From an optimization exercise on the open Yosys and OpenROAD flow, aimed at small area, a short achievable clock period and few clock cycles; shortcuts taken in it are not production practice. The RTL was checked by simulation tests, not by an equivalence proof against the original design. No activity file was given, so power comes from the tool's default toggle rates.

[design/flow/design.v]
`timescale 1ns / 1ps
module Control(
    input [5:0] inst_in,
    output reg [1:0] RegDst,      
    output reg Branch,
    output reg MemRead,
    output reg [1:0] MemtoReg,    
    output reg [1:0] ALUop,       
    output reg MemWrite,
    output reg ALUsrc,
    output reg RegWrite,
    output reg Jump,
    output reg JumpReg,
    output reg Halt
    );
always @(*)
begin
	RegDst = 2'b00;
	ALUsrc = 0;
	MemtoReg = 2'b00;
	RegWrite = 0;
	MemRead = 0;
	MemWrite = 0;
	Branch = 0;
	ALUop = 2'b00;
	Jump = 0;
	JumpReg = 0;
	Halt = 0;
	case (inst_in)
	6'b000000: begin  
		RegDst = 2'b01; RegWrite = 1; ALUop = 2'b10;
	end
	6'b100011: begin  
		ALUsrc = 1; MemtoReg = 2'b01; RegWrite = 1; MemRead = 1;
	end
	6'b101011: begin  
		ALUsrc = 1; MemWrite = 1;
	end
	6'b001000: begin  
		ALUsrc = 1; RegWrite = 1;
	end
	6'b001100, 6'b001101: begin  
		ALUsrc = 1; RegWrite = 1; ALUop = 2'b11;
	end
	6'b000100: begin  
		Branch = 1; ALUop = 2'b01;
	end
	6'b000010: begin  
		Jump = 1;
	end
	6'b000011: begin  
		RegDst = 2'b10; MemtoReg = 2'b10; RegWrite = 1; Jump = 1;
	end
	6'b000111: begin  
		JumpReg = 1;
	end
	6'b111111: begin  
		Halt = 1;
	end
	default: ;
	endcase
end
endmodule
`timescale 1ns / 1ps
module ALU_control(
input [1:0]ALU_op,
input [5:0]inst,
input opcode_lsb,
output reg [3:0]op
 );
always @(*)
begin
	op = 4'b0010;
	if(ALU_op == 2'b01)
		op = 4'b0110;
	else if(ALU_op == 2'b11)
		op = opcode_lsb ? 4'b0001 : 4'b0000;  
	else if(ALU_op == 2'b10)
	begin
		case (inst)
		6'b100000: op = 4'b0010;  
		6'b011000: op = 4'b0010;  
		6'b100010: op = 4'b0110;  
		6'b100100: op = 4'b0000;  
		6'b100101: op = 4'b0001;  
		6'b101010: op = 4'b0111;  
		6'b100111: op = 4'b1100;  
		default:   op = 4'b0010;
		endcase
	end
end
endmodule
`timescale 1ns / 1ps
module ALU_32(
    output reg Zero,
    output reg [31:0] ALU_Result,
    input [3:0] ALU_Operation,
    input [31:0] in_left,
    input [31:0] in_right,
    input en,
	 input clk
    );
	reg [31:0] internal_ALU_Result;
	reg internal_Zero;
	always@(*)begin
		internal_Zero = (in_left==in_right);
		case(ALU_Operation)
			0: internal_ALU_Result = in_left & in_right;
			1:	internal_ALU_Result = in_left | in_right;
			2: internal_ALU_Result = in_left + in_right;
			6:	internal_ALU_Result = in_left - in_right;
			7:	internal_ALU_Result = ($signed(in_left) < $signed(in_right)) ? 32'd1 : 32'd0;
			12:internal_ALU_Result = ~(in_left | in_right);
			default:internal_ALU_Result = in_left + in_right;
		endcase
	end
	always@(posedge clk)begin
		if (en) begin
			Zero <= internal_Zero;
			ALU_Result <= internal_ALU_Result;
		end
	end
endmodule
`timescale 1ns / 1ps
module Register_File(
    input [4:0] ReadRegister_1,
	 output [31:0] Read_Data_1,
    input [4:0] ReadRegister_2,
	 output [31:0] Read_Data_2,
    input [4:0] WriteRegister,
    input [31:0] WriteData,
	 input RegWrite,
	 input clk
    );
	reg [31:0]reg_array[31:1];
	assign Read_Data_1 = (ReadRegister_1 == 5'd0) ? 32'd0 : reg_array[ReadRegister_1];
	assign Read_Data_2 = (ReadRegister_2 == 5'd0) ? 32'd0 : reg_array[ReadRegister_2];
	always@(posedge clk)begin
		if(RegWrite && WriteRegister != 5'd0)
			reg_array[WriteRegister] <= WriteData;
	end
endmodule
`timescale 1ns / 1ps
module Sign_Extend(
    input [15:0] in,
    output reg [31:0] out,
    input en,
	 input clk
    );
	always @( posedge clk ) begin
		if (en)
			out[31:0] <= { {16{in[15]}}, in[15:0] };
	end
endmodule
`timescale 1ns / 1ps
module MUX_2to1 #(parameter param = 32) (
    input [param-1:0] in_0,
    input [param-1:0] in_1,
	 input select,
    output reg [param-1:0] Out
    );
	always@(*)begin
		if(select)
			Out = in_1;
		else
			Out = in_0;
	end
endmodule
`timescale 1ns / 1ps
module MUX_3to1 #(parameter param = 32) (
	 input [param-1:0] in_0,
    input [param-1:0] in_1,
	 input [param-1:0] in_2,
	 input [1:0]select,
    output reg [param-1:0] Out
    );
	always@(*)begin
		if(select==2'd0)
			Out = in_0;
		else if(select==2'd1)
			Out = in_1;
		else
			Out = in_2;
	end
endmodule
`timescale 1ns / 1ps
module Incrementer(
    input [7:0] d,
    output [7:0] q
    );
	assign q = d + 8'd1;
endmodule
`timescale 1ns / 1ps
module Add(
    input [7:0] in_1,
    input [7:0] in_2,
    output [7:0] out
    );
	assign out = in_1 + in_2;
endmodule
`timescale 1ns / 1ps
module PC_Register(
    input clk,
    input rst,
    input en,
    input [7:0] d,
    output reg [7:0] q
    );
	always@(posedge clk)
		if (rst)
			q <= 8'd0;
		else if (en)
			q <= d;
endmodule
`timescale 1ns / 1ps
module MIPS_TopModule(
    input clk,
    input rst,
    output wire [7:0]  imem_addr,
    input  wire [31:0] imem_rdata,
    output wire [6:0]  dmem_addr,
    output wire [31:0] dmem_wdata,
    output wire        dmem_we,
    output wire        dmem_re,
    input  wire [31:0] dmem_rdata,
    output wire        halted
    );
	reg  [7:0]  pcR;    
	reg         vR;     
	reg  [31:0] ir;
	reg  [7:0]  pcI;
	reg         vI;
	reg  [7:0]  link;   
	reg         vE;
	reg  [31:0] A, B, Op2;
	reg  [4:0]  rdE;
	reg         weE, isLwE, isSwE, isBeqE, isJrE, isHaltE;
	reg         opAdd, opSub, opAnd, opOr, opNor, opSlt, opLink;
	reg  [7:0]  tgtE;
	reg         weW, isLwW;
	reg  [4:0]  rdW;
	reg  [31:0] resW;
	reg         halted_r;
	reg [31:0] rf [1:31];
	wire [5:0] op    = ir[31:26];
	wire [5:0] funct = ir[5:0];
	wire [4:0] rs    = ir[25:21];
	wire [4:0] rt    = ir[20:16];
	wire [4:0] rd    = ir[15:11];
	wire isR    = (op == 6'b000000);
	wire isAddi = (op == 6'b001000);
	wire isAndi = (op == 6'b001100);
	wire isOri  = (op == 6'b001101);
	wire isLw   = (op == 6'b100011);
	wire isSw   = (op == 6'b101011);
	wire isBeq  = (op == 6'b000100);
	wire isJ    = (op == 6'b000010);
	wire isJal  = (op == 6'b000011);
	wire isJr   = (op == 6'b000111);
	wire isHalt = (op == 6'b111111);
	wire fSub = (funct == 6'b100010);
	wire fAnd = (funct == 6'b100100);
	wire fOr  = (funct == 6'b100101);
	wire fSlt = (funct == 6'b101010);
	wire fNor = (funct == 6'b100111);
	wire dOpSub  = isR & fSub;
	wire dOpAnd  = (isR & fAnd) | isAndi;
	wire dOpOr   = (isR & fOr) | isOri;
	wire dOpNor  = isR & fNor;
	wire dOpSlt  = isR & fSlt;
	wire dOpLink = isJal;
	wire dOpAdd  = ~(dOpSub | dOpAnd | dOpOr | dOpNor | dOpSlt | dOpLink);
	wire [4:0] dDest = isJal ? 5'd31 : (isR ? rd : rt);
	wire dWrites = (isR | isAddi | isAndi | isOri | isLw | isJal) & (dDest != 5'd0);
	wire usesRs  = ~(isJ | isJal | isHalt);
	wire usesRt  = isR | isSw | isBeq;
	wire [31:0] immExt = {{16{ir[15]}}, ir[15:0]};
	wire [7:0]  pcI1   = pcI + 8'd1;
	wire        sub    = opSub | opSlt;
	wire [31:0] sum    = A + (Op2 ^ {32{sub}}) + {31'd0, sub};
	wire        lt     = (A[31] ^ Op2[31]) ? A[31] : sum[31];
	wire [31:0] orv    = A | Op2;
	wire [31:0] resE   = ({32{opAdd | opSub}} & sum)
	                   | ({32{opAnd}} & (A & Op2))
	                   | ({32{opOr}}  & orv)
	                   | ({32{opNor}} & ~orv)
	                   | ({31'd0, opSlt & lt})
	                   | ({32{opLink}} & Op2);
	wire eq       = (A == B);
	wire jrMiss   = (A[7:0] != tgtE);
	wire redirE   = vE & ((isBeqE & eq) | (isJrE & jrMiss));
	wire [7:0] targetE = isBeqE ? tgtE : A[7:0];
	wire haltE      = vE & isHaltE;
	wire halted_now = halted_r | haltE;
	assign dmem_addr  = A[6:0] + Op2[6:0];
	assign dmem_wdata = B;
	assign dmem_we    = vE & isSwE;
	assign dmem_re    = vE & isLwE;
	assign halted     = halted_now;
	wire [31:0] valW = isLwW ? dmem_rdata : resW;
	wire stall = vI & vE & isLwE & weE &
	             ((usesRs & (rdE == rs)) | (usesRt & (rdE == rt)));
	wire fwdEa = vE & weE & (rdE == rs);
	wire fwdEb = vE & weE & (rdE == rt);
	wire fwdWa = weW & (rdW == rs);
	wire fwdWb = weW & (rdW == rt);
	wire [31:0] rfA = (rs == 5'd0) ? 32'd0 : rf[rs];
	wire [31:0] rfB = (rt == 5'd0) ? 32'd0 : rf[rt];
	wire [31:0] Av  = fwdEa ? resE : (fwdWa ? valW : rfA);
	wire [31:0] Bv  = fwdEb ? resE : (fwdWb ? valW : rfB);
	wire redirD = vI & ~stall & (isJ | isJal | isJr);
	wire [7:0] targetD = isJr ? link : ir[7:0];
	assign imem_addr = redirE ? targetE :
	                   stall  ? pcR :
	                   redirD ? targetD :
	                            pcR + 8'd1;
	always @(posedge clk) begin
		if (rst) begin
			pcR      <= 8'hff;
			vR       <= 1'b0;
			vI       <= 1'b0;
			vE       <= 1'b0;
			weW      <= 1'b0;
			halted_r <= 1'b0;
			link     <= 8'd0;
		end else begin
			pcR      <= imem_addr;
			vR       <= ~halted_now;
			halted_r <= halted_now;
			if (!stall) begin
				vI  <= vR & ~redirE & ~redirD & ~halted_now;
				ir  <= imem_rdata;
				pcI <= pcR;
			end else begin
				vI  <= vI & ~redirE & ~halted_now;
			end
			if (vI & ~stall & ~redirE & isJal)
				link <= pcI1;
			vE <= vI & ~stall & ~redirE & ~halted_now;
			weW <= vE & weE;
		end
	end
	always @(posedge clk) begin
		A      <= Av;
		B      <= Bv;
		Op2    <= isJal ? {24'd0, pcI1} : (isR ? Bv : immExt);
		rdE    <= dDest;
		weE    <= dWrites;
		isLwE  <= isLw;
		isSwE  <= isSw;
		isBeqE <= isBeq;
		isJrE  <= isJr;
		isHaltE<= isHalt;
		opAdd  <= dOpAdd;
		opSub  <= dOpSub;
		opAnd  <= dOpAnd;
		opOr   <= dOpOr;
		opNor  <= dOpNor;
		opSlt  <= dOpSlt;
		opLink <= dOpLink;
		tgtE   <= isJr ? link : (pcI1 + ir[7:0]);
		rdW    <= rdE;
		isLwW  <= isLwE;
		resW   <= resE;
		if (weW)
			rf[rdW] <= valW;
	end
endmodule
[design/flow/run.sh]
#!/bin/bash
# synth_recipe.tcl (not shown) runs the flow's synth.tcl, then flattens the netlist and writes it again
# the make line also repeats each setting of config.mk as NAME=value (left out here)
make -C /OpenROAD-flow-scripts/flow DESIGN_CONFIG=/design/flow/config.mk WORK_HOME=/design/flow/orfs CLKGATE_MAP_FILE= SYNTH_SCRIPT=/design/flow/synth_recipe.tcl finish
[design/flow/config.mk]
export PLATFORM = sky130hd
export DESIGN_NAME = MIPS_TopModule
export DESIGN_NICKNAME = MIPS_TopModule
export VERILOG_FILES = /design/flow/design.v
export SDC_FILE = /design/flow/constraint.sdc
export NUM_CORES = 4
export LEC_CHECK = 0
export CAP_MARGIN = 20
export CORE_MARGIN = 2
export CORE_UTILIZATION = 40
export SLEW_MARGIN = 20
[design/flow/constraint.sdc]
create_clock -name core_clock -period 9.0 [get_ports {clk}]
set_input_delay 1.8000 -clock core_clock [delete_from_list [all_inputs] [get_ports {clk}]]
set_output_delay 1.8000 -clock core_clock [all_outputs]
set_load 0.01 [all_outputs]
==> results.json, run 1 <==
{
  "crit_end": "imem_addr[3]",
  "yosys_warnings": 1,
  "postCtsResizedCells": 0,
  "max_slew.worst_pin.slew_ps": 1100,
  "antenna_found_initial": 3,
  "drtAntennaViolNets": 0,
  "final_max_slew_viol_count": 0,
  "hold_class": "flop to flop",
  "cts.sinks": 1223,
  "drtPass1Iterations": 5,
  "multi_input_area_mm2": 0.0233,
  "viasPerCell": 6.31,
  "regToRegEndpoint": "A[20]",
  "worst-r2r-setup-slack_ps": 4730,
  "cp-end-kind": "primary output",
  "clock.fmax_ghz": 0.152,
  "clockBufferDepth": 3,
  "final_common_cell": "edfxtp_1",
  "vias": 35900,
  "die_y_um": 389,
  "core.rowCount": 141,
  "grt_pass1_wl_mm": 264,
  "coreArea_mm2": 0.147,
  "layout_common_cells": "edfxtp_1 (1032), mux4_2 (545), dfxtp_1 (180)",
  "dp_hpwl_mm": 110,
  "ys_ff_latch": 1223,
  "clk-insertion-delay-late_ps": 770,
  "power.density_mw_per_mm2": 239,
  "startpoint": "A[27]",
  "htreeDepth": 4,
  "track_usage": 0.244,
  "clk_pin_slew_ps": 60,
  "tns_ps": 0,
  "ir_worst_vdd_mv": 0.185,
  "synth_ff_type": "edfxtp_1",
  "rsz0062_at_grt": "false",
  "synthArstFlopShare": 0,
  "syn_avg_cell_area_um2": 16.5,
  "grt_max_degree": 120,
  "drt_iter0_drc": 4163,
  "antennaDiodeCount": 0,
  "worst-setup-path-type": "flop to primary output",
  "syn2layout_area_growth_pct": 12.8,
  "min_period_ps": 6570,
  "fillers": 12600,
  "whs_ps": 397,
  "die_area_mm2": 0.151,
  "port_buffers": 115,
  "cts_hold_buf": 0,
  "avgRoutedWirePerCell_um": 32.6,
  "required_ps": 7200,
  "utilization": 0.454,
  "drive_gt1_frac": 0.256,
  "hold_viol_final": 0,
  "cts_inserted_buffers": 132,
  "cap_viol_max_count": 0,
  "status": "no timing/DRC/antenna violations",
  "synth_edf_count": 1032,
  "seq_area_mm2": 0.0348,
  "grt_pass1_vias": 35900,
  "path_max_fanout": 21,
  "tritoncts": "yes",
  "cp.arrival_ps": 4770,
  "syn_area_mm2": 0.0593,
  "r2r_cells": 7,
  "relSlewSlack": 0.266,
  "setup_violations": 0,
  "start_kind": "flop",
  "die_w_um": 389,
  "post_cts_buffers": 0,
  "syn_inst": 3585,
  "synthesis.nets": 3715,
  "drc": 0,
  "skew_ps": 25.8,
  "seq_area_frac_synth": 0.587,
  "leakage_nw": 21.8,
  "totalWireLength_mm": 185,
  "gp_congestion": 0.936,
  "start_util": 0.402,
  "nets": 3786,
  "ctsRootBufferMaster": "clkbuf_16",
  "ioPinCount": 116,
  "overflow": 0,
  "synth.distinct_cells": 101,
  "period_share": 0.730
}
[Yosys cell counts, types with 14 or more instances]
| library cell | count | area share |
|---|---|---|
| a211oi_1 | 101 | 0.013 |
| a21o_1 | 31 | 0.0039 |
| a21oi_1 | 163 | 0.014 |
| a221oi_1 | 15 | 0.0022 |
| and2_1 | 17 | 0.0018 |
| and3_1 | 14 | 0.0015 |
| buf_1 | 27 | 0.0017 |
| buf_2 | 58 | 0.0049 |
| buf_4 | 22 | 0.0028 |
| clkbuf_1 | 131 | 0.0083 |
| dfxtp_1 | 191 | 0.064 |
| edfxtp_1 | 1032 | 0.52 |
| ha_1 | 61 | 0.013 |
| inv_1 | 66 | 0.0042 |
| mux2_2 | 61 | 0.012 |
| mux2i_1 | 168 | 0.028 |
| mux4_2 | 545 | 0.21 |
| nand2_1 | 117 | 0.0074 |
| nand3_1 | 42 | 0.0035 |
| nand4_1 | 15 | 0.0016 |
| nor2_1 | 168 | 0.011 |
| nor3_1 | 27 | 0.0023 |
| nor4_1 | 16 | 0.0017 |
| o21ai_0 | 73 | 0.0062 |
| o22ai_1 | 14 | 0.0015 |
| o31ai_1 | 16 | 0.0020 |
| o32ai_1 | 19 | 0.0028 |
| xnor2_1 | 78 | 0.012 |
| xor2_1 | 43 | 0.0063 |
[sequential cells by signal, indices dropped and copies added (netlist names), 5 cells and up, named ones only]
signal,flops
pcI,8
link,8
resW,32
tgtE,8
B,32
A,32
rf,992
rdE,5
rdW,5
pcR,8
Op2,32
ir,32
[stage by stage]
stage	setup slack, ps	area, um2	total power [mW]	cells
after global placement	3360	62600	10.5	5452
after global routing	2360	66900	16.5	5691
final	2430	66900	16.0	5691
after detailed placement	3310	62600	10.6	5452
after floorplan	4920	59300	9.33	3585
after CTS	2460	66900	16.0	5691
[kinds of logic after synthesis]
group	synth area share
muxes	0.247
AOI/OAI and AO/OA	0.0704
DFF	0.587
xor gates and xnor gates	0.0179
and+or+nand+nor	0.0379
buffers and inverters	0.0259
adders and majority gates	0.0139
[power by group]
part	internal (mW)	total (mW)	switching [mW]
combinational	1.14	3.24	2.10
sequential	7.02	7.26	0.239
clock	3.21	5.51	2.29
total	11.4	16.0	4.63
[routing by layer]
| layer | wire (um) | vias to the layer above | track usage |
|---|---|---|---|
| met1 | 74500 | 19000 | 0.325 |
| met5 | 0 | - | 0 |
| li1 | - | 14900 | - |
| met3 | 14500 | 317 | 0.0465 |
| met2 | 89300 | 1697 | 0.396 |
| met4 | 7170 | 0 | 0.0935 |
[layout make-up]
cell class	instances	share of cell area
clock buffer	165	0.0537
sequential	1223	0.521
inverter	66	0.00370
timing repair buffer	194	0.0272
clock inverter	74	0.0112
multi-input combinational	2039	0.347
tap	1930	0.0361
[worst min-delay path by stage]
stage                     depth (start not counted)  slack, ps      to    from
after floorplan                                   0        340   isLwW   isLwE
after global placement                            0        390  rdW[0]  rdE[0]
after detailed placement                          0        390  rdW[4]  rdE[4]
after CTS                                         0        410  rdW[1]  rdE[1]
after global routing                              0        410   isLwW   isLwE
final                                             0        400   isLwW   isLwE
[critical path: stages, from the launching register on]
cell	delay, ps
dfxtp_1	360
xor2_1	190
nor4_1	860
nand3_1	150
o31ai_1	700
nand2_1	630
a211oi_1	440
a31oi_1	120
clkdlybuf4s50_1	550
Testbench counts, summed over its fixed seeds: cycles 31,459.
==> inputs of run 2 (changes only) <==
--- a/design/flow/design.v
+++ b/design/flow/design.v
@@ -225,21 +225,30 @@
     input  wire [31:0] dmem_rdata,
     output wire        halted
     );
+	reg  [7:0]  fa;     
 	reg  [7:0]  pcR;    
 	reg         vR;     
 	reg  [31:0] ir;
 	reg  [7:0]  pcI;
 	reg         vI;
-	reg  [7:0]  link;   
+	reg         irJump, irJr;   
+	reg  [7:0]  link;           
+	reg         stall;          
+	reg  [31:1] selA, selB;     
+	reg         fEa, fEb, fMa, fMb, fWa, fWb;   
 	reg         vE;
 	reg  [31:0] A, B, Op2;
+	reg  [31:0] subE;           
 	reg  [4:0]  rdE;
 	reg         weE, isLwE, isSwE, isBeqE, isJrE, isHaltE;
 	reg         opAdd, opSub, opAnd, opOr, opNor, opSlt, opLink;
 	reg  [7:0]  tgtE;
-	reg         weW, isLwW;
-	reg  [4:0]  rdW;
+	reg  [31:0] resM, stM;
+	reg  [4:0]  rdM;
+	reg         weM, isLwM, memWe, memRe;
 	reg  [31:0] resW;
+	reg  [4:0]  rdW;
+	reg         weW, isLwW;
 	reg         halted_r;
 	reg [31:0] rf [1:31];
 	wire [5:0] op    = ir[31:26];
@@ -254,7 +263,6 @@
 	wire isLw   = (op == 6'b100011);
 	wire isSw   = (op == 6'b101011);
 	wire isBeq  = (op == 6'b000100);
-	wire isJ    = (op == 6'b000010);
 	wire isJal  = (op == 6'b000011);
 	wire isJr   = (op == 6'b000111);
 	wire isHalt = (op == 6'b111111);
@@ -272,12 +280,9 @@
 	wire dOpAdd  = ~(dOpSub | dOpAnd | dOpOr | dOpNor | dOpSlt | dOpLink);
 	wire [4:0] dDest = isJal ? 5'd31 : (isR ? rd : rt);
 	wire dWrites = (isR | isAddi | isAndi | isOri | isLw | isJal) & (dDest != 5'd0);
-	wire usesRs  = ~(isJ | isJal | isHalt);
-	wire usesRt  = isR | isSw | isBeq;
 	wire [31:0] immExt = {{16{ir[15]}}, ir[15:0]};
 	wire [7:0]  pcI1   = pcI + 8'd1;
-	wire        sub    = opSub | opSlt;
-	wire [31:0] sum    = A + (Op2 ^ {32{sub}}) + {31'd0, sub};
+	wire [31:0] sum    = A + (Op2 ^ subE) + {31'd0, subE[0]};
 	wire        lt     = (A[31] ^ Op2[31]) ? A[31] : sum[31];
 	wire [31:0] orv    = A | Op2;
 	wire [31:0] resE   = ({32{opAdd | opSub}} & sum)
@@ -286,61 +291,114 @@
 	                   | ({32{opNor}} & ~orv)
 	                   | ({31'd0, opSlt & lt})
 	                   | ({32{opLink}} & Op2);
-	wire eq       = (A == B);
-	wire jrMiss   = (A[7:0] != tgtE);
-	wire redirE   = vE & ((isBeqE & eq) | (isJrE & jrMiss));
+	wire eq      = (A == B);
+	wire jrMiss  = (A[7:0] != tgtE);
+	wire redirE  = vE & ((isBeqE & eq) | (isJrE & jrMiss));
 	wire [7:0] targetE = isBeqE ? tgtE : A[7:0];
-	wire haltE      = vE & isHaltE;
-	wire halted_now = halted_r | haltE;
-	assign dmem_addr  = A[6:0] + Op2[6:0];
-	assign dmem_wdata = B;
-	assign dmem_we    = vE & isSwE;
-	assign dmem_re    = vE & isLwE;
-	assign halted     = halted_now;
+	wire haltE   = vE & isHaltE;
+	assign imem_addr  = fa;
+	assign dmem_addr  = resM[6:0];
+	assign dmem_wdata = stM;
+	assign dmem_we    = memWe;
+	assign dmem_re    = memRe;
+	assign halted     = halted_r;
 	wire [31:0] valW = isLwW ? dmem_rdata : resW;
-	wire stall = vI & vE & isLwE & weE &
-	             ((usesRs & (rdE == rs)) | (usesRt & (rdE == rt)));
-	wire fwdEa = vE & weE & (rdE == rs);
-	wire fwdEb = vE & weE & (rdE == rt);
-	wire fwdWa = weW & (rdW == rs);
-	wire fwdWb = weW & (rdW == rt);
-	wire [31:0] rfA = (rs == 5'd0) ? 32'd0 : rf[rs];
-	wire [31:0] rfB = (rt == 5'd0) ? 32'd0 : rf[rt];
-	wire [31:0] Av  = fwdEa ? resE : (fwdWa ? valW : rfA);
-	wire [31:0] Bv  = fwdEb ? resE : (fwdWb ? valW : rfB);
-	wire redirD = vI & ~stall & (isJ | isJal | isJr);
-	wire [7:0] targetD = isJr ? link : ir[7:0];
-	assign imem_addr = redirE ? targetE :
-	                   stall  ? pcR :
-	                   redirD ? targetD :
-	                            pcR + 8'd1;
+	wire fwdEa = fEa & ~isLwE;
+	wire fwdEb = fEb & ~isLwE;
+	wire fwdMa = fMa & ~isLwM;
+	wire fwdMb = fMb & ~isLwM;
+	wire fwdWa = fWa;
+	wire fwdWb = fWb;
+	reg [31:0] rfA, rfB;
+	integer k, j;
+	always @(*) begin
+		rfA = 32'd0; rfB = 32'd0;
+		for (k = 1; k < 32; k = k + 1) begin
+			rfA = rfA | ({32{selA[k]}} & rf[k]);
+			rfB = rfB | ({32{selB[k]}} & rf[k]);
+		end
+	end
+	wire [31:0] Av = fwdEa ? resE : fwdMa ? resM : fwdWa ? valW : rfA;
+	wire [31:0] Bv = fwdEb ? resE : fwdMb ? resM : fwdWb ? valW : rfB;
+	wire redirD = vI & ~stall & irJump;
+	wire [5:0] opR = imem_rdata[31:26];
+	wire jumpR   = (opR == 6'b000010) | (opR == 6'b000011) | (opR == 6'b000111);
+	wire jrR     = (opR == 6'b000111);
+	wire vR_n  = ~redirE & ~haltE & ~halted_r;
+	wire vI_n  = stall ? (vI & ~redirE & ~haltE)
+	                   : (vR & ~redirE & ~redirD & ~haltE);
+	wire vE_n  = vI & ~stall & ~redirE & ~haltE;
+	wire [31:0] irN   = stall ? ir : imem_rdata;
+	wire [5:0]  opN   = irN[31:26];
+	wire [4:0]  rsN   = irN[25:21];
+	wire [4:0]  rtN   = irN[20:16];
+	wire usesRsN = ~((opN == 6'b000010) | (opN == 6'b000011) | (opN == 6'b111111));
+	wire usesRtN = (opN == 6'b000000) | (opN == 6'b101011) | (opN == 6'b000100);
+	wire ldE_n  = vE_n & isLw & dWrites;       
+	wire ldM_n  = vE & isLwE & weE;            
+	wire stall_n = vI_n &
+	     ((ldE_n & ((usesRsN & (dDest == rsN)) | (usesRtN & (dDest == rtN)))) |
+	      (ldM_n & ((usesRsN & (rdE   == rsN)) | (usesRtN & (rdE   == rtN)))));
+	wire wE_n = vE_n & dWrites;
+	wire wM_n = vE & weE;
+	wire wW_n = weM;
+	wire fEa_n = wE_n & (dDest == rsN);
+	wire fEb_n = wE_n & (dDest == rtN);
+	wire fMa_n = wM_n & (rdE == rsN);
+	wire fMb_n = wM_n & (rdE == rtN);
+	wire fWa_n = wW_n & (rdM == rsN);
+	wire fWb_n = wW_n & (rdM == rtN);
+	wire       irJump_n = stall ? irJump : jumpR;
+	wire       irJr_n   = stall ? irJr   : jrR;
+	wire [7:0] link_n   = (vI & ~stall & ~redirE & isJal) ? pcI1 : link;
+	wire       redirD_n = vI_n & ~stall_n & irJump_n;
+	wire [7:0] targetD_n = irJr_n ? link_n : irN[7:0];
+	wire [7:0] fa_n = redirE    ? targetE :
+	                  stall_n   ? fa :
+	                  redirD_n  ? targetD_n :
+	                              fa + 8'd1;
 	always @(posedge clk) begin
 		if (rst) begin
-			pcR      <= 8'hff;
+			fa       <= 8'd0;
 			vR       <= 1'b0;
 			vI       <= 1'b0;
+			stall    <= 1'b0;
+			link     <= 8'd0;
 			vE       <= 1'b0;
+			weM      <= 1'b0;
+			memWe    <= 1'b0;
+			memRe    <= 1'b0;
 			weW      <= 1'b0;
 			halted_r <= 1'b0;
-			link     <= 8'd0;
 		end else begin
-			pcR      <= imem_addr;
-			vR       <= ~halted_now;
-			halted_r <= halted_now;
-			if (!stall) begin
-				vI  <= vR & ~redirE & ~redirD & ~halted_now;
-				ir  <= imem_rdata;
-				pcI <= pcR;
-			end else begin
-				vI  <= vI & ~redirE & ~halted_now;
-			end
-			if (vI & ~stall & ~redirE & isJal)
-				link <= pcI1;
-			vE <= vI & ~stall & ~redirE & ~halted_now;
-			weW <= vE & weE;
+			fa       <= fa_n;
+			vR       <= vR_n;
+			vI       <= vI_n;
+			stall    <= stall_n;
+			link     <= link_n;
+			vE       <= vE_n;
+			weM      <= vE & weE;
+			memWe    <= vE & isSwE;
+			memRe    <= vE & isLwE;
+			weW      <= weM;
+			halted_r <= halted_r | haltE;
 		end
 	end
 	always @(posedge clk) begin
+		pcR <= fa;
+		if (!stall) begin
+			ir     <= imem_rdata;
+			pcI    <= pcR;
+			irJump <= jumpR;
+			irJr   <= jrR;
+			for (j = 1; j < 32; j = j + 1) begin
+				selA[j] <= (imem_rdata[25:21] == j);
+				selB[j] <= (imem_rdata[20:16] == j);
+			end
+		end
+		fEa <= fEa_n; fEb <= fEb_n;
+		fMa <= fMa_n; fMb <= fMb_n;
+		fWa <= fWa_n; fWb <= fWb_n;
 		A      <= Av;
 		B      <= Bv;
 		Op2    <= isJal ? {24'd0, pcI1} : (isR ? Bv : immExt);
@@ -353,15 +411,20 @@
 		isHaltE<= isHalt;
 		opAdd  <= dOpAdd;
 		opSub  <= dOpSub;
+		subE   <= {32{dOpSub | dOpSlt}};
 		opAnd  <= dOpAnd;
 		opOr   <= dOpOr;
 		opNor  <= dOpNor;
 		opSlt  <= dOpSlt;
 		opLink <= dOpLink;
 		tgtE   <= isJr ? link : (pcI1 + ir[7:0]);
-		rdW    <= rdE;
-		isLwW  <= isLwE;
-		resW   <= resE;
+		resM   <= resE;
+		stM    <= B;
+		rdM    <= rdE;
+		isLwM  <= isLwE;
+		resW   <= resM;
+		rdW    <= rdM;
+		isLwW  <= isLwM;
 		if (weW)
 			rf[rdW] <= valW;
 	end
==> design/flow/flow/run.sh (new file) <==
#!/bin/bash
set -o pipefail
export SETUP_SLACK_MARGIN=5.7
bash standard.sh > standard_flow.log 2>&1
==> design/flow/standard.sh (new file) <==
#!/bin/bash
# synth_recipe.tcl (not shown) runs the flow's synth.tcl, then flattens the netlist and writes it again
# the make line also repeats each setting of config.mk as NAME=value (left out here)
make -C /OpenROAD-flow-scripts/flow DESIGN_CONFIG=/design/flow/config.mk WORK_HOME=/design/flow/orfs CLKGATE_MAP_FILE= SYNTH_SCRIPT=/design/flow/synth_recipe.tcl "${@:-finish}"
removed: design/flow/run.sh
==> results.json, run 2 <==
{
  "status": "no timing/DRC/antenna violations",
  "whs_path_depth": 0,
  "nets": 4570,
  "drc": 0,
  "cts_hold_buf": 0,
  "tritoncts": "yes",
  "viasPerCell": 7.34,
  "utilization": 0.471,
  "start_util": 0.403,
  "syn_avg_cell_area_um2": 13.5,
  "ioPinCount": 116,
  "core.rowCount": 139,
  "worst-setup-path-type": "flop to flop",
  "setup_violations": 0,
  "rsz0062_at_grt": "true",
  "whs_ps": 365,
  "hold_class": "flop to flop",
  "cap_viol_max_count": 0,
  "die_w_um": 384,
  "busiest_layer": "met2",
  "cts_inserted_buffers": 142,
  "gp_congestion": 0.939,
  "avgRoutedWirePerCell_um": 40.6,
  "cts.sinks": 1366,
  "layout_setup_ws_ps": 5550,
  "syn_area_mm2": 0.0579,
  "synth_most_common_cell": "edfxtp_1",
  "synth_ff_type": "edfxtp_1",
  "ir_worst_vdd_mv": 0.156,
  "dp_hpwl_mm": 139,
  "leakage_nw": 22.5,
  "ys_top_cells_by_area": "edfxtp_1 (55%), dfxtp_1 (10%), a22oi_1 (5.0%)",
  "max_slew.worst_pin.slew_ps": 1350,
  "start_kind": "flop",
  "cp.arrival_ps": 4120,
  "multi_input_area_mm2": 0.0194,
  "min_period_ps": 3450,
  "dp_cells": 6159,
  "yosysTopAreaCellShare": 0.555,
  "grtUsageMet3": 0.149,
  "seq_area_frac_synth": 0.657,
  "placed_area_mm2": 0.0616,
  "yosys.area.top_type": "edfxtp_1",
  "required_ps": 9670,
  "drive_gt1_frac": 0.143,
  "port_buffers": 115,
  "grt_use_met1": 0.455,
  "die_area_mm2": 0.148,
  "coreArea_mm2": 0.144,
  "ys_ff_latch": 1366,
  "largest_reg_flops": 992,
  "die_y_um": 384,
  "clock.fmax_ghz": 0.290,
  "clk-insertion-delay-late_ps": 800,
  "hold_viol_final": 0,
  "overflow": 0,
  "htreeDepth": 4,
  "vias": 47600,
  "final_common_cell": "edfxtp_1",
  "path_max_fanout": 18,
  "synth.distinct_cells": 91,
  "largest_register": "rf",
  "yosys_warnings": 1,
  "drtAntennaViolNets": 0,
  "totalWireLength_mm": 263,
  "skew_ps": 36.8,
  "period_share": 0.383,
  "ctsRootBufferMaster": "clkbuf_16",
  "cp-end-kind": "flop",
  "synth_edf_count": 1070,
  "drtPass1Iterations": 9,
  "drt_iter0_drc": 11200,
  "grt_pass1_vias": 44500,
  "r2r_cells": 10,
  "final_max_slew_viol_count": 0,
  "synthesis.nets": 4413,
  "finalPower_mw": 15.8,
  "fillers": 12800,
  "seq_area_mm2": 0.0381,
  "grtUsageMet2": 0.465,
  "grt_pass1_wl_mm": 354,
  "power.density_mw_per_mm2": 233,
  "pre_cts_slack_ps": 3900,
  "syn_inst": 4304,
  "grt_max_degree": 65,
  "layout_common_cells": "edfxtp_1 (1070), a22oi_1 (387), a221oi_1 (288)",
  "instances_no_fill": 6482,
  "tns_ps": 0,
  "stdcell_area_mm2": 0.0677,
  "syn2layout_area_growth_pct": 17.0,
  "synthArstFlopShare": 0,
  "relSlewSlack": 0.0900,
  "clk_pin_slew_ps": 60,
  "track_usage": 0.345,
  "yosys-top-cells-count": "edfxtp_1 (1070), a22oi_1 (388), dfxtp_1 (296)",
  "antenna_found_initial": 7,
  "clockBufferDepth": 3
}
## run 2: worst paths after layout
kind             from       to  slack (ps)
max reg2reg  selB[10]  Op2[30]        5550
min           resM[8]  resW[8]         360
min reg2reg   resM[8]  resW[8]         360
max          selB[10]  Op2[30]        5550
## run 2: repair_timing
item / in CTS / in global routing
endpoints found under the hold margin: 0 / 0
setup buffers: 25 / 28
setup endpoints to repair: 145 / 153
cloned: 3 / 3
pin swaps: 23 / 54
resized for setup: 206 / 125
## run 2: final cells by class
class                   instances  area share
diodes                          7    0.000259
clock buffers                 173      0.0565
clock inverters                82      0.0133
inverters                      86     0.00501
multi-input cells            2545       0.287
flip-flops and latches       1366       0.563
well taps                    1903      0.0352
repair buffers                317      0.0400
repair inverters                3    0.000259
## run 2: cell families (layout without fill, tap and decap cells)
kind of cell               Yosys count  after routing  synth area share
muxes                              122            122            0.0214
adders and majority gates           43             43           0.00955
other                                0              7                 0
DFF                               1366           1366             0.657
and+or+nand+nor                    758            759            0.0682
xor gates and xnor gates           130            130            0.0202
buffers and inverters              394            661            0.0274
AOI/OAI and AO/OA                 1491           1491             0.196
## run 2: critical path, stage by stage (launching register included)
cell      delay [ps]
edfxtp_1         360
buf_4            290
buf_4            380
a22o_1           270
a221oi_1         260
nand4_1          220
nor3_2           580
a211oi_1         130
a211oi_1         530
a311oi_2          90
a21o_1           200
## run 2: per-layer routing
layer / share of wire / wire [um]
met1: 0.35 / 92400
met2: 0.39 / 103000
met3: 0.18 / 46700
met4: 0.077 / 20400
met5: 0.00022 / 57
## run 2: report_power, final
part / switching (mW) / internal [mW] / leakage, nW
registers: 0.206 / 7.54 / 12.3
clock network: 2.54 / 3.57 / 2.30
logic: 1.37 / 0.526 / 7.93
Testbench counts of run 2, summed over its fixed seeds: cycles 32,672.
==> inputs of run 3 (changes only) <==
--- a/design/flow/config.mk
+++ b/design/flow/config.mk
@@ -8,4 +8,6 @@
 export CAP_MARGIN = 20
 export CORE_MARGIN = 2
 export CORE_UTILIZATION = 40
+export CTS_CLUSTER_DIAMETER = 80
+export CTS_CLUSTER_SIZE = 20
 export SLEW_MARGIN = 20
==> results.json, run 3 <==
{
  "grt_pass1_wl_mm": 351,
  "drt_iter0_drc": 10800,
  "pwr-share-seq": 0.578,
  "core.rowCount": 139,
  "totalWireLength_mm": 261,
  "cp-end-kind": "flop",
  "hold_viol_final": 0,
  "clockBufferDepth": 3,
  "max_slew.worst_pin.slew_ps": 1210,
  "port_buffers": 115,
  "rsz0062_at_grt": "true",
  "die_area_mm2": 0.148,
  "htreeDepth": 3,
  "synth_ff_type": "edfxtp_1",
  "min_period_ps": 3480,
  "antenna_found_initial": 7,
  "skew_ps": 23.8,
  "tns_ps": 0,
  "period_share": 0.387,
  "clock.fmax_ghz": 0.287,
  "path_max_fanout": 28,
  "synthArstFlopShare": 0,
  "required_ps": 9610,
  "largest_register": "rf",
  "cts_inserted_buffers": 78,
  "drtAntennaViolNets": 0,
  "hold_class": "flop to flop",
  "synth.distinct_cells": 91,
  "max_stage_delay_ps": 710,
  "syn_area_mm2": 0.0579,
  "ioPinCount": 116,
  "leakage_nw": 21.3,
  "yosys.area.top_type": "edfxtp_1",
  "overflow": 0,
  "track_usage": 0.342,
  "ys_top_cells_by_area": "edfxtp_1 (55%), dfxtp_1 (10%), a22oi_1 (5.0%)",
  "synthesis.nets": 4413,
  "dp_cells": 6159,
  "setup_violations": 0,
  "start_kind": "flop",
  "yosys-top-cells-count": "edfxtp_1 (1070), a22oi_1 (388), dfxtp_1 (296)",
  "avgRoutedWirePerCell_um": 41.2,
  "syn_inst": 4304,
  "yosysTopAreaCellShare": 0.555,
  "crit_chain": "buf_4 > a22o_1 > a221oi_1 > nand3_1 > nor3_2 > a211oi_1 > a21oi_1 > nor2_1 > a21o_1 > a21o_1",
  "instances_no_fill": 6332,
  "viasPerCell": 7.39,
  "coreArea_mm2": 0.144,
  "die_y_um": 384,
  "cts.sinks": 1366,
  "synth_edf_count": 1070,
  "start_util": 0.403,
  "seq_area_frac_synth": 0.657,
  "status": "no timing/DRC/antenna violations",
  "final_common_cell": "edfxtp_1",
  "whs_ps": 359,
  "clk_pin_slew_ps": 90,
  "ys_ff_latch": 1366,
  "switching_share": 0.275,
  "clkPwrFrac": 0.281,
  "cp.arrival_ps": 4090,
  "worst-setup-path-type": "flop to flop",
  "grt_max_degree": 65,
  "tritoncts": "yes",
  "die_w_um": 384,
  "largest_reg_flops": 992,
  "utilization": 0.453,
  "drive_gt1_frac": 0.123,
  "layout_common_cells": "edfxtp_1 (1070), a22oi_1 (387), a221oi_1 (288)",
  "yosys_warnings": 1,
  "grt_pass1_vias": 43800,
  "cpMaxStageDelayCell": "nor3_2",
  "nets": 4504,
  "ctsRootBufferMaster": "clkbuf_16",
  "drtPass1Iterations": 12,
  "final_max_slew_viol_count": 0,
  "gp_congestion": 0.939,
  "syn2layout_area_growth_pct": 12.4,
  "synth_most_common_cell": "edfxtp_1",
  "p_switching_mw": 3.68,
  "clk-insertion-delay-late_ps": 730,
  "power.density_mw_per_mm2": 206,
  "p_int_mw": 9.71,
  "vias": 46800,
  "pwr-share-comb": 0.141,
  "ir_worst_vdd_mv": 0.147,
  "crit_top_cell": "a21o_1",
  "relSlewSlack": 0.187,
  "drc": 0,
  "dp_hpwl_mm": 139,
  "cap_viol_max_count": 0,
  "syn_avg_cell_area_um2": 13.5
}
-- run 3: cell count changes in the layout (fill, tap and decap cells not counted), sizes merged --
cell and delta:
bufinv -19, dlygate4sd2 +4, clkbuf -72, inv +2, diode -3, buf +2, clkinvlp -7, clkdlybuf4s15 -4
clkinv -53
-- run 3: routing by layer --
| metal | vias up | track usage | share of wire |
|---|---|---|---|
| li1 | 17700 | - | - |
| met1 | 22900 | 0.453 | 0.35 |
| met2 | 4991 | 0.462 | 0.39 |
| met3 | 1175 | 0.146 | 0.18 |
| met4 | 6 | 0.203 | 0.078 |
| met5 | - | 0.00195 | 0.00026 |
-- run 3: worst paths after layout --
| kind | startpoint | end | slack (ps) | cells past startpoint |
|---|---|---|---|---|
| setup reg to reg | selB[28] | Op2[18] | 5520 | 10 |
| setup / recovery | selB[28] | Op2[18] | 5520 | 10 |
| hold / removal | resM[25] | resW[25] | 360 | 0 |
| hold reg to reg | resM[25] | resW[25] | 360 | 0 |
-- run 3: repair_timing --
action | in CTS | in global routing
hold buffers | 0 | 0
resized for setup | 219 | 105
pin swaps | 24 | 37
buffers inserted | 28 | 24
endpoints found under the setup margin | 230 | 153
cloned | 4 | 1
-- run 3: stage by stage --
| step | setup WS [ps] | total power [mW] | cell area, um2 |
|---|---|---|---|
| final | 5520 | 13.4 | 65100 |
| after floorplan | 5210 | 8.77 | 58000 |
| after global routing | 5570 | 13.7 | 65100 |
| after global placement | 3950 | 9.53 | 61600 |
| after CTS | 5640 | 13.2 | 64400 |
| after detailed placement | 3900 | 9.56 | 61600 |
-- run 3: critical path, delay by kind of cell (launching register included) --
| kind | cells | cell delay (ps) |
|---|---|---|
| AOI/OAI and AO/OA | 6 | 1270 |
| buffers and inverters | 1 | 490 |
| and+or+nand+nor | 3 | 940 |
| DFF | 1 | 650 |
-- run 3: cell families after synthesis --
kind of cell,count (synthesis),share of synthesized area
xor gates and xnor gates,130,0.0202
buffers and inverters,394,0.0274
DFF,1366,0.657
muxes,122,0.0214
adders and majority gates,43,0.00955
AOI/OAI and AO/OA,1491,0.196
and+or+nand+nor,758,0.0682
-- run 3: power groups by stage --
stage               registers [mW]  logic [mW]  clock network (mW)
floorplan                     7.78       0.995                   0
global placement              7.86        1.67                   0
detailed placement            7.86        1.70                   0
CTS                           7.72        1.72                3.75
global route                  7.76        1.96                3.96
finish                        7.73        1.89                3.76
-- run 3: layout make-up --
| class | instances | area (um2) |
|---|---|---|
| Timing Repair inverter | 2 | 12.5 |
| Fill cell | 13000 | 78600 |
| Timing Repair Buffer | 316 | 2710 |
| Multi-Input combinational cell | 2545 | 19400 |
| Inverter | 86 | 335 |
| Clock buffer | 104 | 2110 |
| Antenna cell | 4 | 10.0 |
| Tap cell | 1903 | 2380 |
| Sequential cell | 1366 | 38100 |
| Clock inverter | 6 | 50.0 |
==> inputs of run 4 (changes only) <==
--- a/design/flow/design.v
+++ b/design/flow/design.v
@@ -238,17 +238,18 @@
 	reg         fEa, fEb, fMa, fMb, fWa, fWb;   
 	reg         vE;
 	reg  [31:0] A, B, Op2;
-	reg  [31:0] subE;           
+	reg  [3:0]  subE;           
+	reg  [6:0]  memA;           
 	reg  [4:0]  rdE;
-	reg         weE, isLwE, isSwE, isBeqE, isJrE, isHaltE;
+	reg         weE, isLwE, isSwE, isBeqE, isJrE;
 	reg         opAdd, opSub, opAnd, opOr, opNor, opSlt, opLink;
 	reg  [7:0]  tgtE;
-	reg  [31:0] resM, stM;
+	reg  [31:0] resM;
 	reg  [4:0]  rdM;
 	reg         weM, isLwM, memWe, memRe;
 	reg  [31:0] resW;
 	reg  [4:0]  rdW;
-	reg         weW, isLwW;
+	reg         weW;
 	reg         halted_r;
 	reg [31:0] rf [1:31];
 	wire [5:0] op    = ir[31:26];
@@ -282,7 +283,8 @@
 	wire dWrites = (isR | isAddi | isAndi | isOri | isLw | isJal) & (dDest != 5'd0);
 	wire [31:0] immExt = {{16{ir[15]}}, ir[15:0]};
 	wire [7:0]  pcI1   = pcI + 8'd1;
-	wire [31:0] sum    = A + (Op2 ^ subE) + {31'd0, subE[0]};
+	wire [31:0] subV   = {{8{subE[3]}}, {8{subE[2]}}, {8{subE[1]}}, {8{subE[0]}}};
+	wire [31:0] sum    = A + (Op2 ^ subV) + {31'd0, subE[0]};
 	wire        lt     = (A[31] ^ Op2[31]) ? A[31] : sum[31];
 	wire [31:0] orv    = A | Op2;
 	wire [31:0] resE   = ({32{opAdd | opSub}} & sum)
@@ -295,18 +297,17 @@
 	wire jrMiss  = (A[7:0] != tgtE);
 	wire redirE  = vE & ((isBeqE & eq) | (isJrE & jrMiss));
 	wire [7:0] targetE = isBeqE ? tgtE : A[7:0];
-	wire haltE   = vE & isHaltE;
 	assign imem_addr  = fa;
-	assign dmem_addr  = resM[6:0];
-	assign dmem_wdata = stM;
+	assign dmem_addr  = memA;
+	assign dmem_wdata = B;
 	assign dmem_we    = memWe;
 	assign dmem_re    = memRe;
 	assign halted     = halted_r;
-	wire [31:0] valW = isLwW ? dmem_rdata : resW;
+	wire [31:0] valM = isLwM ? dmem_rdata : resM;
 	wire fwdEa = fEa & ~isLwE;
 	wire fwdEb = fEb & ~isLwE;
-	wire fwdMa = fMa & ~isLwM;
-	wire fwdMb = fMb & ~isLwM;
+	wire fwdMa = fMa;
+	wire fwdMb = fMb;
 	wire fwdWa = fWa;
 	wire fwdWb = fWb;
 	reg [31:0] rfA, rfB;
@@ -318,27 +319,34 @@
 			rfB = rfB | ({32{selB[k]}} & rf[k]);
 		end
 	end
-	wire [31:0] Av = fwdEa ? resE : fwdMa ? resM : fwdWa ? valW : rfA;
-	wire [31:0] Bv = fwdEb ? resE : fwdMb ? resM : fwdWb ? valW : rfB;
+	wire [31:0] AvM = fwdMa ? valM : fwdWa ? resW : rfA;   
+	wire [31:0] Av  = fwdEa ? resE : AvM;
+	wire [31:0] Bv  = fwdEb ? resE : fwdMb ? valM : fwdWb ? resW : rfB;
+	wire [6:0]  addrD = AvM[6:0] + ir[6:0];
+	wire beqSame = isBeq & (rs == rt);
+	wire [7:0] tgtD = pcI1 + ir[7:0];
 	wire redirD = vI & ~stall & irJump;
 	wire [5:0] opR = imem_rdata[31:26];
 	wire jumpR   = (opR == 6'b000010) | (opR == 6'b000011) | (opR == 6'b000111);
 	wire jrR     = (opR == 6'b000111);
-	wire vR_n  = ~redirE & ~haltE & ~halted_r;
-	wire vI_n  = stall ? (vI & ~redirE & ~haltE)
-	                   : (vR & ~redirE & ~redirD & ~haltE);
-	wire vE_n  = vI & ~stall & ~redirE & ~haltE;
+	wire redirB = vI & ~stall & ~redirE & beqSame;    
+	wire haltD  = vI & ~stall & ~redirE & isHalt;
+	wire vR_n  = ~redirE & ~redirB & ~haltD & ~halted_r;
+	wire vI_n  = stall ? (vI & ~redirE)
+	                   : (vR & ~redirE & ~redirD & ~redirB & ~haltD);
+	wire vE_n  = vI & ~stall & ~redirE;
 	wire [31:0] irN   = stall ? ir : imem_rdata;
 	wire [5:0]  opN   = irN[31:26];
 	wire [4:0]  rsN   = irN[25:21];
 	wire [4:0]  rtN   = irN[20:16];
 	wire usesRsN = ~((opN == 6'b000010) | (opN == 6'b000011) | (opN == 6'b111111));
 	wire usesRtN = (opN == 6'b000000) | (opN == 6'b101011) | (opN == 6'b000100);
+	wire memN   = (opN == 6'b100011) | (opN == 6'b101011);
 	wire ldE_n  = vE_n & isLw & dWrites;       
-	wire ldM_n  = vE & isLwE & weE;            
+	wire wrE_n  = vE_n & dWrites;              
 	wire stall_n = vI_n &
 	     ((ldE_n & ((usesRsN & (dDest == rsN)) | (usesRtN & (dDest == rtN)))) |
-	      (ldM_n & ((usesRsN & (rdE   == rsN)) | (usesRtN & (rdE   == rtN)))));
+	      (wrE_n & memN & (dDest == rsN)));
 	wire wE_n = vE_n & dWrites;
 	wire wM_n = vE & weE;
 	wire wW_n = weM;
@@ -354,6 +362,7 @@
 	wire       redirD_n = vI_n & ~stall_n & irJump_n;
 	wire [7:0] targetD_n = irJr_n ? link_n : irN[7:0];
 	wire [7:0] fa_n = redirE    ? targetE :
+	                  redirB    ? tgtD :
 	                  stall_n   ? fa :
 	                  redirD_n  ? targetD_n :
 	                              fa + 8'd1;
@@ -378,10 +387,10 @@
 			link     <= link_n;
 			vE       <= vE_n;
 			weM      <= vE & weE;
-			memWe    <= vE & isSwE;
-			memRe    <= vE & isLwE;
+			memWe    <= vE_n & isSw;
+			memRe    <= vE_n & isLw;
 			weW      <= weM;
-			halted_r <= halted_r | haltE;
+			halted_r <= halted_r | haltD;
 		end
 	end
 	always @(posedge clk) begin
@@ -406,26 +415,24 @@
 		weE    <= dWrites;
 		isLwE  <= isLw;
 		isSwE  <= isSw;
-		isBeqE <= isBeq;
+		isBeqE <= isBeq & ~beqSame;
+		memA   <= addrD;
 		isJrE  <= isJr;
-		isHaltE<= isHalt;
 		opAdd  <= dOpAdd;
 		opSub  <= dOpSub;
-		subE   <= {32{dOpSub | dOpSlt}};
+		subE   <= {4{dOpSub | dOpSlt}};
 		opAnd  <= dOpAnd;
 		opOr   <= dOpOr;
 		opNor  <= dOpNor;
 		opSlt  <= dOpSlt;
 		opLink <= dOpLink;
-		tgtE   <= isJr ? link : (pcI1 + ir[7:0]);
+		tgtE   <= isJr ? link : tgtD;
 		resM   <= resE;
-		stM    <= B;
 		rdM    <= rdE;
 		isLwM  <= isLwE;
-		resW   <= resM;
+		resW   <= valM;
 		rdW    <= rdM;
-		isLwW  <= isLwM;
 		if (weW)
-			rf[rdW] <= valW;
+			rf[rdW] <= resW;
 	end
 endmodule
--- a/design/flow/config.mk
+++ b/design/flow/config.mk
@@ -8,6 +8,4 @@
 export CAP_MARGIN = 20
 export CORE_MARGIN = 2
 export CORE_UTILIZATION = 40
-export CTS_CLUSTER_DIAMETER = 80
-export CTS_CLUSTER_SIZE = 20
 export SLEW_MARGIN = 20
==> results.json, run 4 <==
{
  "grt_pass1_vias": 45500,
  "antenna_found_initial": 11,
  "required_ps": 9680,
  "finalPower_mw": 15.6,
  "cp-end-kind": "flop",
  "cap_viol_max_count": 0,
  "syn_avg_cell_area_um2": 13.4,
  "status": "no timing/DRC/antenna violations",
  "port_buffers": 115,
  "largest_reg_flops": 992,
  "path_max_fanout": 26,
  "gp_congestion": 0.974,
  "overflow": 0,
  "power.density_mw_per_mm2": 225,
  "synth_edf_count": 1070,
  "min_from": "pcR[0]",
  "dp_cells": 6182,
  "clk_pin_slew_ps": 60,
  "period_share": 0.383,
  "seq_area_frac_synth": 0.651,
  "hold_viol_final": 0,
  "ir_worst_vdd_mv": 0.119,
  "whs_ps": 399,
  "dp_hpwl_mm": 152,
  "pre_cts_slack_ps": 4200,
  "layout_setup_ws_ps": 5550,
  "largest_register": "rf",
  "synth_ff_type": "edfxtp_1",
  "coreArea_mm2": 0.143,
  "synthArstFlopShare": 0,
  "die_y_um": 383,
  "syn_area_mm2": 0.0576,
  "totalWireLength_mm": 279,
  "skew_ps": 59.8,
  "ys_ff_latch": 1338,
  "final_common_cell": "edfxtp_1",
  "max_slew.worst_pin.slew_ps": 1350,
  "yosys_warnings": 1,
  "track_usage": 0.366,
  "tns_ps": 0,
  "relSlewSlack": 0.0991,
  "cts_inserted_buffers": 139,
  "clockBufferDepth": 3,
  "cp.arrival_ps": 4130,
  "r2r_start": "selA[24]",
  "clock.fmax_ghz": 0.290,
  "avgRoutedWirePerCell_um": 42.1,
  "tritoncts": "yes",
  "drt_iter0_drc": 11700,
  "stdcell_area_mm2": 0.0693,
  "ys_top_cells_by_area": "edfxtp_1 (56%), dfxtp_1 (9.3%), a221oi_1 (4.9%)",
  "ctsRootBufferMaster": "clkbuf_16",
  "synthesis.nets": 4424,
  "instances_no_fill": 6611,
  "final_max_slew_viol_count": 0,
  "yosysTopAreaCellShare": 0.558,
  "synth.distinct_cells": 80,
  "drc": 0,
  "setup_violations": 0,
  "grt_pass1_wl_mm": 371,
  "vias": 49400,
  "start_util": 0.402,
  "die_w_um": 383,
  "die_area_mm2": 0.147,
  "yosys.area.top_type": "edfxtp_1",
  "synth_most_common_cell": "edfxtp_1",
  "drtAntennaViolNets": 0,
  "clk-insertion-delay-late_ps": 840,
  "worst-setup-path-type": "flop to flop",
  "nets": 4690,
  "rsz0062_at_grt": "true",
  "syn_inst": 4308,
  "grt_max_degree": 65,
  "startpoint": "selA[24]",
  "ioPinCount": 116,
  "core.rowCount": 139,
  "viasPerCell": 7.48,
  "placed_area_mm2": 0.0615,
  "drtPass1Iterations": 17,
  "htreeDepth": 4,
  "hold_class": "flop to flop",
  "leakage_nw": 23.1,
  "layout_common_cells": "edfxtp_1 (1070), a22oi_1 (327), a22o_1 (317)",
  "cts.sinks": 1338,
  "min_period_ps": 3450,
  "yosys-top-cells-count": "edfxtp_1 (1070), a22oi_1 (327), a221oi_1 (319)",
  "start_kind": "flop",
  "syn2layout_area_growth_pct": 20.4,
  "drive_gt1_frac": 0.187,
  "utilization": 0.483
}
run 4: layout make-up:
type / count / area, um2
clock inverter: 82 / 679
tap: 1903 / 2380
clock buffer: 175 / 3780
inverter: 61 / 238
fill: 12500 / 74000
sequential: 1338 / 37600
antenna: 18 / 45.0
multi-input combinational: 2605 / 20400
timing repair buffer: 429 / 4180
run 4: cells by family after synthesis:
group	count (synthesis)	synth area share
and+or+nand+nor	781	0.0675
buffers and inverters	368	0.0244
adders and majority gates	50	0.0113
muxes	115	0.0212
xor gates and xnor gates	146	0.0222
DFF	1338	0.651
AOI/OAI and AO/OA	1510	0.202
run 4: critical path, cell delays in order (launching register included):
cell and delay [ps]:
edfxtp_1 660, buf_4 490, a22o_1 300, a221oi_1 260, nand4_1 130, o32ai_1 1090
nor2_1 100, a21oi_1 160, o21ai_0 90
run 4: worst paths after layout:
kind,to,slack [ps],depth (start not counted)
worst max-delay path,A[15],5550,8
worst min-delay path,pcI[0],400,0
worst max register to register,A[15],5550,8
worst min register to register,pcI[0],400,0
run 4: report_power, final:
| group | internal [mW] | switching [mW] | total [mW] | leakage (nW) |
|---|---|---|---|---|
| Combinational | 0.716 | 1.17 | 1.89 | 8.90 |
| Clock | 3.18 | 2.56 | 5.74 | 2.19 |
| Sequential | 7.40 | 0.559 | 7.96 | 12.1 |
| Total | 11.3 | 4.30 | 15.6 | 23.1 |
run 4: routing by layer:
metal / global-route usage / vias to the layer above / share of wire
met5: 0.0159 / - / 0.0013
met4: 0.260 / 14 / 0.091
li1: - / 18300 / -
met1: 0.461 / 24000 / 0.35
met2: 0.482 / 5509 / 0.39
met3: 0.182 / 1584 / 0.18
run 4: repair_timing:
action / 4_1_cts / 5_1_grt
setup buffers: 68 / 72
pin swaps: 42 / 83
hold buffers: 0 / 0
gates cloned: 8 / 2
setup endpoints to repair: 170 / 87
resized for setup: 334 / 183
Testbench counts of run 4, summed over its fixed seeds: cycles 31,941.
==> inputs of run 5 (changes only) <==
--- a/design/flow/config.mk
+++ b/design/flow/config.mk
@@ -8,4 +8,6 @@
 export CAP_MARGIN = 20
 export CORE_MARGIN = 2
 export CORE_UTILIZATION = 40
+export CTS_CLUSTER_DIAMETER = 80
+export CTS_CLUSTER_SIZE = 20
 export SLEW_MARGIN = 20
==> results.json, run 5 <==
{
  "syn_inst": 4308,
  "start_kind": "flop",
  "overflow": 0,
  "die_y_um": 383,
  "vias": 49000,
  "synth_ff_type": "edfxtp_1",
  "ys_top_cells_by_area": "edfxtp_1 (56%), dfxtp_1 (9.3%), a221oi_1 (4.9%)",
  "largest_register": "rf",
  "start_util": 0.402,
  "tritoncts": "yes",
  "yosys.area.top_type": "edfxtp_1",
  "syn2layout_area_growth_pct": 16.5,
  "final_max_slew_viol_count": 0,
  "port_buffers": 115,
  "synth.distinct_cells": 80,
  "min_period_ps": 3550,
  "dp_hpwl_mm": 152,
  "htreeDepth": 3,
  "seq_area_frac_synth": 0.651,
  "die_area_mm2": 0.147,
  "period_share": 0.395,
  "cp-end-kind": "flop",
  "track_usage": 0.364,
  "status": "no timing/DRC/antenna violations",
  "syn_avg_cell_area_um2": 13.4,
  "yosys_warnings": 1,
  "relSlewSlack": 0.192,
  "dp_cells": 6182,
  "leakage_nw": 22.1,
  "gp_congestion": 0.974,
  "drtAntennaViolNets": 0,
  "fillers": 12700,
  "core.rowCount": 139,
  "crit_chain": "buf_6 > inv_2 > buf_6 > o32ai_4 > o21ai_2 > ha_1 > inv_1 > nor2_1 > nor2_1 > o21bai_1 > a21oi_2 > xnor2_1 > xnor2_1",
  "path_max_fanout": 33,
  "path_buf_inv": 4,
  "max_stage_delay_ps": 560,
  "ir_worst_vdd_mv": 0.170,
  "grt_pass1_wl_mm": 369,
  "finalPower_mw": 13.6,
  "synthesis.nets": 4424,
  "drive_gt1_frac": 0.164,
  "coreArea_mm2": 0.143,
  "hold_viol_final": 0,
  "yosysTopAreaCellShare": 0.558,
  "worst-setup-path-type": "flop to flop",
  "ctsRootBufferMaster": "clkbuf_16",
  "syn_area_mm2": 0.0576,
  "antenna_found_initial": 15,
  "grt_max_degree": 65,
  "ioPinCount": 116,
  "synth_most_common_cell": "edfxtp_1",
  "cpMaxStageDelayCell": "buf_6",
  "tns_ps": 0,
  "clockBufferDepth": 3,
  "required_ps": 9640,
  "cap_viol_max_count": 0,
  "cp.arrival_ps": 4190,
  "cts_hold_buf": 0,
  "cts.sinks": 1338,
  "setup_violations": 0,
  "viasPerCell": 7.55,
  "max_slew.worst_pin.slew_ps": 1210,
  "clk_pin_slew_ps": 80,
  "rsz0062_at_grt": "true",
  "final_common_cell": "edfxtp_1",
  "cts_inserted_buffers": 77,
  "clk-insertion-delay-late_ps": 710,
  "synthArstFlopShare": 0,
  "hold_class": "flop to flop",
  "drc": 0,
  "drt_iter0_drc": 11500,
  "layout_common_cells": "edfxtp_1 (1070), a22oi_1 (327), a22o_1 (318)",
  "die_w_um": 383,
  "clock.fmax_ghz": 0.281,
  "ys_ff_latch": 1338,
  "utilization": 0.468,
  "power.density_mw_per_mm2": 203,
  "largest_reg_flops": 992,
  "grt_pass1_vias": 44800,
  "yosys-top-cells-count": "edfxtp_1 (1070), a22oi_1 (327), a221oi_1 (319)",
  "cp_top_family": "buffers and inverters",
  "skew_ps": 28.6,
  "instances_no_fill": 6487,
  "avgRoutedWirePerCell_um": 42.7,
  "drtPass1Iterations": 11,
  "synth_edf_count": 1070,
  "nets": 4625,
  "totalWireLength_mm": 277
}
run 5: cell types whose count changed in the layout (fill, tap and decap cells not counted), moves of 6 or more:
cell / previous run / this run
clkinv_2: 27 / 1
clkbuf_16: 142 / 81
clkdlybuf4s15_1: 14 / 1
clkinv_1: 21 / 1
diode_2: 18 / 26
inv_6: 10 / 1
clkbuf_1: 22 / 42
clkinvlp_4: 8 / 2
dlygate4sd2_1: 37 / 56
clkbuf_8: 12 / 2
run 5: what timing repair did:
item | 4_1_cts | 5_1_grt
setup buffers | 75 | 63
gates cloned | 9 | 2
endpoints found under the setup margin | 171 | 70
pin swaps | 51 | 81
endpoints found under the hold margin | 0 | 0
gates resized for setup | 325 | 162
run 5: path summary, 6_finish.rpt:
path	cells past startpoint	slack, ps	endpoint	from
worst min register to register	0	410	pcI[6]	pcR[6]
worst max register to register	13	5450	memA[6]	fWa
worst max-delay path	13	5450	memA[6]	fWa
worst min-delay path	0	410	pcI[6]	pcR[6]
run 5: area by class of cell:
type	count	area, um2	share of cell area
clock inverter	5	60.1	0.000895
inverter	61	233	0.00347
clock buffer	123	2160	0.0322
multi-input combinational	2604	20400	0.305
sequential	1338	37600	0.560
tap	1903	2380	0.0355
antenna	26	65.1	0.000970
timing repair buffer	427	4180	0.0623
run 5: kinds of logic after synthesis:
family,count (synthesis),synth area share
AO/OA/AOI/OAI,1510,0.202
flip-flops,1338,0.651
AND/OR/NAND/NOR,781,0.0675
buffers and inverters,368,0.0244
XOR/XNOR,146,0.0222
multiplexers,115,0.0212
adder cells (fa/ha/maj),50,0.0113
run 5: stage by stage:
stage	setup WS [ps]	hold slack, ps	area (um2)
4_1_cts	5570	408	65600
6_report	5450	408	67100
2_1_floorplan	5140	367	57600
3_5_place_dp	4200	389	61500
5_1_grt	5480	413	67000
3_3_place_gp	4240	386	61500
run 5: worst reg2reg max path: cells and delay by family, from the launching register on:
family / cells / cell delay, ps
adder cells (fa/ha/maj): 1 / 360
AND/OR/NAND/NOR: 2 / 180
flip-flops: 1 / 330
buffers and inverters: 4 / 1610
XOR/XNOR: 2 / 280
AO/OA/AOI/OAI: 4 / 740
run 5: layer usage:
layer  up-vias  wire length, um  GRT usage  part of all wire
li1      18100                -          -                 -
met1     23600            95400      0.460              0.34
met2      5540           106000      0.487              0.38
met3      1639            49100      0.179              0.18
met4        20            25900      0.239             0.094
met5         -              307    0.00585            0.0011
run 5: power by group:
group          internal (mW)  switching [mW]  total, mW
registers               7.39           0.555       7.95
clock network           1.69            2.07       3.76
logic                  0.716            1.18       1.89
total                   9.80            3.80       13.6

-- separate check: timing with driven ports --
The flow's constraints put no driver on any port. The routed layouts listed below were extracted and timed again, unchanged, in two steps.
Step 1 (the two cells are an assumption about what drives the block):
set clk [get_ports {clk}]
set_driving_cell -lib_cell sky130_fd_sc_hd__clkbuf_16 $clk
set_driving_cell -lib_cell sky130_fd_sc_hd__buf_2 [delete_from_list [all_inputs] $clk]
Step 2 moves the port delays by t, midway between the first and last clock arrival at a register: inputs arrive t later, outputs are due t later. That takes back most of the time a late clock gives input paths.
a / b / c = ideal / step 1 / step 2; a / b = the first two.
run	t, ns	setup slack, ns	cell pins on the clock port's net
run 1	0.844	2.427 / 2.341 / 3.185	1
run 2	0.856	5.553 / 5.553 / 4.781	1
run 3	0.805	5.520 / 5.520 / 4.901	1
run 4	0.896	5.551 / 5.551 / 4.833	1
run 5	0.793	5.445 / 5.445 / 4.822	1
After both steps every run listed still meets setup and hold. The setup slack of run 2, which loses most, moves by 0.000 ns with the drivers and by -0.772 ns with both steps.
